This is an optimization exercise on Yosys and OpenROAD, whose aim is small area, not a production implementation.
Only simulation tests tie the RTL to the original design; equivalence was not proved.

==> run B <==
==> flow/design.v (excerpt) <==
module DigitalWatch (
	input clk,     
	input wire rst,  
	input wire Button0_IN,
	input wire Button1_IN,
	input wire Button2_IN,
	input wire Button3_IN,
	output wire [7:0]Row_Scan_Sig,
	output wire [5:0]Column_Scan_Sig,
	output [3:0] Week
);
wire Button0, Button1, Button2, Button3;
debounce_module  db0 (.clk(clk), .rst(rst), .pin(Button0_IN), .out(Button0));
debounce_module  db3 (.clk(clk), .rst(rst), .pin(Button3_IN), .out(Button3));
debounce_module2 db1 (.clk(clk), .rst(rst), .key(Button1_IN), .key_out(Button1));
debounce_module2 db2 (.clk(clk), .rst(rst), .key(Button2_IN), .key_out(Button2));
reg Mode;
reg Button0_d;
reg SetB3_d;
reg [2:0] Edit;
wire SetB3 = Mode & Button3;
always @(posedge clk) begin
	if (rst) begin
		Button0_d <= 1'b0;
		Mode <= 1'b0;
		SetB3_d <= 1'b0;
		Edit <= 3'd0;
	end
	else begin
		Button0_d <= Button0;
		if (Button0 && !Button0_d)
			Mode <= ~Mode;
		SetB3_d <= SetB3;
		if (Mode & Button0)
			Edit <= 3'd0;
		else if (SetB3 & ~SetB3_d)
			Edit <= (Edit == 3'd5) ? 3'd0 : Edit + 1'b1;
	end
end
reg [14:0] Div;
wire tick = (Div[13:0] == 14'b11111110000000);
wire adv  = tick & Div[14];
always @(posedge clk) begin
	if (rst)
		Div <= 15'b000011100000001;
	else
  ...
==> flow/config.mk <==
export PLATFORM = sky130hd
export DESIGN_NAME = DigitalWatch
export DESIGN_NICKNAME = DigitalWatch
export VERILOG_FILES = /design/flow/design.v
export SDC_FILE = /design/flow/constraint.sdc
export NUM_CORES = 4
export LEC_CHECK = 0
export ABC_AREA = 1
export CAP_MARGIN = 20
export CORE_MARGIN = 2
export CORE_UTILIZATION = 75
export PLACE_DENSITY = 0.85
export SLEW_MARGIN = 20
==> flow/constraint.sdc <==
create_clock -name core_clock -period 40.0 [get_ports {clk}]
set_input_delay 8.0000 -clock core_clock [delete_from_list [all_inputs] [get_ports {clk}]]
set_output_delay 8.0000 -clock core_clock [all_outputs]
set_load 0.01 [all_outputs]
standard.sh (not shown) runs the stock make flow with config.mk's settings and CLKGATE_MAP_FILE= SYNTH_SCRIPT=/design/flow/synth_recipe.tcl, a recipe that flattens the netlist after the stock synthesis.
==> flow/flow/run.sh <==
#!/bin/bash
# Layout flow: the standard flow (standard.sh) with
#  - synth_area.tcl: the standard synthesis, but ABC maps for area (area.abc)
#    and adders are not extracted into adder cells;
#  - a clock tree of clkbuf_8 buffers without dummy loads;
#  - buf_1 cells as the port buffers.
# The make run's full output goes to standard.log in the work folder; the
# tools' own logs stay under orfs/logs.
set -euo pipefail
W=$PWD
CTS="-sink_clustering_enable -sink_clustering_size 50 -sink_clustering_max_diameter 500 -sink_clustering_levels 1 -dont_use_dummy_load -buf_list {sky130_fd_sc_hd__clkbuf_8}"
bash standard.sh SYNTH_SCRIPT="$W/flow/synth_area.tcl" CTS_ARGS="$CTS" \
  BUFFER_PORTS_ARGS="-buffer_cell sky130_fd_sc_hd__buf_1" finish > "$W/standard.log" 2>&1
==> flow/flow/area.abc <==
strash
&get -n
&deepsyn -I 4 -J 50
&put
dch -f
amap
topo
==> flow/flow/synth_area.tcl <==
# Area-oriented synthesis: the standard ORFS synthesis (synth_recipe.tcl's
# steps, without Yosys's fsm and share passes), except that full/half adders
# are left to ABC instead of being extracted into adder cells, and ABC maps
# with the area-recovery script in area.abc.
set ::area_abc [file join [file dirname [file normalize [info script]]] area.abc]
proc synth {args} { yosys synth -nofsm -noshare {*}$args }
proc extract_fa {args} { }
proc abc {args} {
  set i [lsearch -exact $args -script]
  if { $i >= 0 } {
    set args [lreplace $args [expr {$i + 1}] [expr {$i + 1}] $::area_abc]
  }
  yosys abc {*}$args
}
source $::env(SCRIPTS_DIR)/synth.tcl
# left out here: clear keep_hierarchy, flatten, clean up, hide names made inside functions, write 1_2_yosys.v
==> inputs of run K, as changes to run B <==
==> flow/run.sh (new file) <==
#!/bin/bash
# synth_recipe.tcl (not shown) runs the flow's synth.tcl, then flattens the netlist and writes it again
# the make line also repeats each setting of config.mk as NAME=value (left out here)
make -C /OpenROAD-flow-scripts/flow DESIGN_CONFIG=/design/flow/config.mk WORK_HOME=/design/flow/orfs CLKGATE_MAP_FILE= SYNTH_SCRIPT=/design/flow/synth_recipe.tcl finish
- CORE_UTILIZATION: 75 -> 40
- PLACE_DENSITY: 0.85 -> default
removed: flow/flow/run.sh
removed: flow/flow/area.abc
removed: flow/flow/synth_area.tcl
removed: flow/standard.sh
==> results.cfg <==
[min_path]
whs_endpoint = Div[5]$_SDFF_PP0_

[outcome]
status = timing/DRC/antenna clean

[layout]
n_clock_buffer = 17
nonClkBufAreaFrac_pct = 1.68

[power_and_ir_drop]
p_comb_uw = 9.37
leakage_nw = 2.40

[grt]
grt_pass1_vias = 5793
-- figures above: run B

==> results.cfg <==
[yosys]
syn-num-nets = 1155
syn_area_um2 = 8260

[power_and_ir_drop]
p_comb_uw = 10.3

[grt]
met1_usage_pct = 20.1
grt_pass1_vias = 6215

[outcome]
status = timing/DRC/antenna clean

[min_path]
whs_endpoint = Div[6]$_SDFF_PP0_

[layout]
n_clock_buffer = 21
nonClkBufAreaFrac_pct = 2.42
-- figures above: run K

-- re-timing with driven ports --
No port has a modelled driver above. Below, the same layouts with a new extraction and two added sets of constraints. Step 1 assumes that a clkbuf_16 drives the clock port and a buf_2 every other input. Step 2 moves the port delays by t, midway between the first and last clock arrival at a register: inputs arrive t later, outputs are due t later. That takes back most of the time a late clock gives input paths. Slacks: ideal / step 1 / step 2; pairs: ideal / step 1.
| run | shift t [ns] | setup slack, ns | worst slew at a driven data input, ns |
|---|---|---|---|
| run B | 0.474 | 27.505 / 27.468 / 27.942 | 0.05 |
| run K | 0.454 | 27.261 / 27.219 / 27.673 | 0.03 |
After both steps every run listed still meets setup and hold.
